Background: an optimization exercise with open tools, aiming at small area, a short achievable clock period and few clock cycles. Do not read the settings as production practice. In this exercise RTL edits were held to simulation tests only and were not proved equivalent to the original. Power is estimated from default activity; no workload was simulated.

## main
## p18240_core
module p18240_core (
  input  logic        clock,
  input  logic        reset_L,
  output logic [15:0] mem_addr,
  output logic [15:0] mem_wdata,
  output logic        mem_re,
  output logic        mem_we,
  input  logic [15:0] mem_rdata,
  output logic        halted);
For scale: about 2700 cells after synthesis, ~53 I/O pins, roughly 0.029 mm2 of cells after synthesis.
Settings: LEC_CHECK=0, ABC_CLOCK_PERIOD_IN_PS=4000, CAP_MARGIN=20, CORE_MARGIN=2, CORE_UTILIZATION=40, PLACE_DENSITY=0.6, SETUP_SLACK_MARGIN=5, SLEW_MARGIN=20; clock period 10.0 ns.
run.sh (not shown) runs the stock make flow with config.mk's settings and CLKGATE_MAP_FILE= SYNTH_SCRIPT=/design/flow/synth_recipe.tcl, a recipe that flattens the netlist after the stock synthesis.
Testbench counts of main, summed over its fixed seeds: cycles 26,823.
Changes in the feature branch relative to main:
-- flow/design.v --
<<< main, line 58
    logic cc_e1, cc_fw;      
    logic xinv, yen, yinv, cin;
    logic r_sum, r_and, r_or, r_xor, r_sl, r_rol, r_sr, r_ashr, r_movb, r_sp;
    logic c_add, c_sub, c_inc, c_dec;  
  } ctrl_t;
>>> the feature branch, line 58
    logic cc_e1, cc_fw;      
    logic xinv, yen, yinv, cin;
    logic r_sum, r_and, r_or, r_xor, r_sl, r_rol, r_sr, r_ashr, r_movb, r_sp, r_t;
    logic c_add, c_sub, c_inc, c_dec;  
  } ctrl_t;
<<< main, line 70
    case (o)
      10'h010: begin dec.imm = 1; dec.to_e2 = 1; dec.e2rd = 1;                  
                     dec.wr_t = 1; dec.cc_fw = 1; dec.r_movb = 1; end
      10'h018: begin dec.imm = 1; dec.to_e2 = 1; dec.e2we = 1; end              
      10'h020: begin dec.ldr = 1; dec.to_fw = 1;                                
                     dec.wr_t = 1; dec.cc_fw = 1; dec.r_movb = 1; end
      10'h028: begin dec.str = 1; end                                           
      10'h030: begin dec.imm = 1; dec.to_fw = 1;                                
                     dec.wr_t = 1; dec.cc_fw = 1; dec.r_movb = 1; end
      10'h038: begin dec.one = 1; dec.wr_a = 1; dec.cc_e1 = 1; dec.yen = 1;     
                     dec.r_sum = 1; dec.c_add = 1; end
>>> the feature branch, line 70
    case (o)
      10'h010: begin dec.imm = 1; dec.to_e2 = 1; dec.e2rd = 1;                  
                     dec.wr_t = 1; dec.cc_fw = 1; dec.r_t = 1; end
      10'h018: begin dec.imm = 1; dec.to_e2 = 1; dec.e2we = 1; end              
      10'h020: begin dec.ldr = 1; dec.to_fw = 1;                                
                     dec.wr_t = 1; dec.cc_fw = 1; dec.r_t = 1; end
      10'h028: begin dec.str = 1; end                                           
      10'h030: begin dec.imm = 1; dec.to_fw = 1;                                
                     dec.wr_t = 1; dec.cc_fw = 1; dec.r_t = 1; end
      10'h038: begin dec.one = 1; dec.wr_a = 1; dec.cc_e1 = 1; dec.yen = 1;     
                     dec.r_sum = 1; dec.c_add = 1; end
<<< main, line 109
      10'h0C5: begin dec.rtn = 1; dec.rtnw = 1; end                             
      10'h0C8: begin dec.push = 1; dec.wd_ra = 1; end                           
      10'h0D0: begin dec.pop = 1; dec.to_fw = 1; dec.wr_t = 1; dec.r_movb = 1; end  
      10'h0D8: begin dec.jsr = 1; dec.to_e2 = 1; end                            
      10'h0E0: begin dec.rtn = 1; end                                           
>>> the feature branch, line 109
      10'h0C5: begin dec.rtn = 1; dec.rtnw = 1; end                             
      10'h0C8: begin dec.push = 1; dec.wd_ra = 1; end                           
      10'h0D0: begin dec.pop = 1; dec.to_fw = 1; dec.wr_t = 1; dec.r_t = 1; end  
      10'h0D8: begin dec.jsr = 1; dec.to_e2 = 1; end                            
      10'h0E0: begin dec.rtn = 1; end                                           
<<< main, line 116
      10'h0F8: begin dec.one = 1; dec.wr_a = 1; dec.r_sp = 1; end               
      10'h100: begin dec.spimm = 1; dec.to_e2 = 1; dec.e2rd = 1;                
                     dec.wr_t = 1; dec.r_movb = 1; end
      10'h108: begin dec.spimm = 1; dec.to_e2 = 1; dec.e2we = 1;                
                     dec.wd_ra = 1; end
>>> the feature branch, line 116
      10'h0F8: begin dec.one = 1; dec.wr_a = 1; dec.r_sp = 1; end               
      10'h100: begin dec.spimm = 1; dec.to_e2 = 1; dec.e2rd = 1;                
                     dec.wr_t = 1; dec.r_t = 1; end
      10'h108: begin dec.spimm = 1; dec.to_e2 = 1; dec.e2we = 1;                
                     dec.wd_ra = 1; end
<<< main, line 136
  logic        rf_we;
  assign asel = c.a & wv;
  assign bsel = c.b & wv & {8{~st_fw}};
  always_comb begin
    ra = 16'h0000;
    rb = t & {16{st_fw}};
    for (int i = 0; i < 8; i++) begin
      ra = ra | (w[i] & {16{asel[i]}});
>>> the feature branch, line 136
  logic        rf_we;
  assign asel = c.a & wv;
  assign bsel = c.b & wv;
  always_comb begin
    ra = 16'h0000;
    rb = 16'h0000;
    for (int i = 0; i < 8; i++) begin
      ra = ra | (w[i] & {16{asel[i]}});
<<< main, line 179
      end
    end
  logic [15:0] x, y, sum, lres;
  logic        cout, zsum, zres, alu_c, alu_v;
  assign x = ra ^ {16{c.xinv}};
  assign y = (rb & {16{c.yen}}) ^ {16{c.yinv}};
  assign {cout, sum} = add16(x, y, c.cin);
  always_comb begin
>>> the feature branch, line 179
      end
    end
  logic [15:0] x, y, ysrc, sum, lres;
  logic        cout, zsum, zres, alu_c, alu_v;
  assign ysrc = st_fw ? t : rb;              
  assign x = ra ^ {16{c.xinv}};
  assign y = (ysrc & {16{c.yen}}) ^ {16{c.yinv}};
  assign {cout, sum} = add16(x, y, c.cin);
  always_comb begin
<<< main, line 196
         | ({16{c.r_sr}}   & {c.r_ashr & ra[15], ra[15:1]})
         | ({16{c.r_movb}} & rb)
         | ({16{c.r_sp}}   & sp);
  end
  assign res  = c.r_sum ? sum : lres;
>>> the feature branch, line 197
         | ({16{c.r_sr}}   & {c.r_ashr & ra[15], ra[15:1]})
         | ({16{c.r_movb}} & rb)
         | ({16{c.r_sp}}   & sp)
         | ({16{c.r_t}}    & t);
  end
  assign res  = c.r_sum ? sum : lres;
--- outcome ---
Row post-layout total power: the feature branch lower / main higher
The post-synthesis to final-layout area growth of the feature branch is lower than that of main.
Looking at final critical delay including setup and external delays across main and the feature branch, the one that comes out higher is main.
Measured against main, the wire length of the first global-routing pass of the feature branch comes out at 1.07 times the reference value.
The final reports for the feature branch and main show per-cell via count in the routed design higher in the former.
Summary: area of the core, the feature branch worse than main
Testbench counts of the feature branch, summed over its fixed seeds: cycles 26,823.

==> separate check: timing with driven ports <==
Ports are ideal in the flow. The routed layouts listed here were re-timed in OpenROAD. Step 1 sets driving cells, clkbuf_16 on the clock port and buf_2 on the other inputs (assumed; they add their load-dependent delay and slew). Step 2, shift: input delay + t, output delay - t, t = (earliest + latest rising clock arrival at the registers) / 2. This alone moves slack from input paths to output paths. Slacks: ideal / step 1 / step 2; pairs: ideal / step 1.
run	t (ns)	slack for setup (ns)	worst setup path at the end	worst slew at a driven data input, ns
main	0.679	4.835 / 4.770 / 4.668	input to register	0.03
the feature branch	0.678	4.869 / 4.803 / 4.606	input to register	0.04
After both steps every run listed still meets setup and hold. The setup slack of the feature branch, which loses most, moves by -0.066 ns with the drivers and by -0.263 ns with both steps.
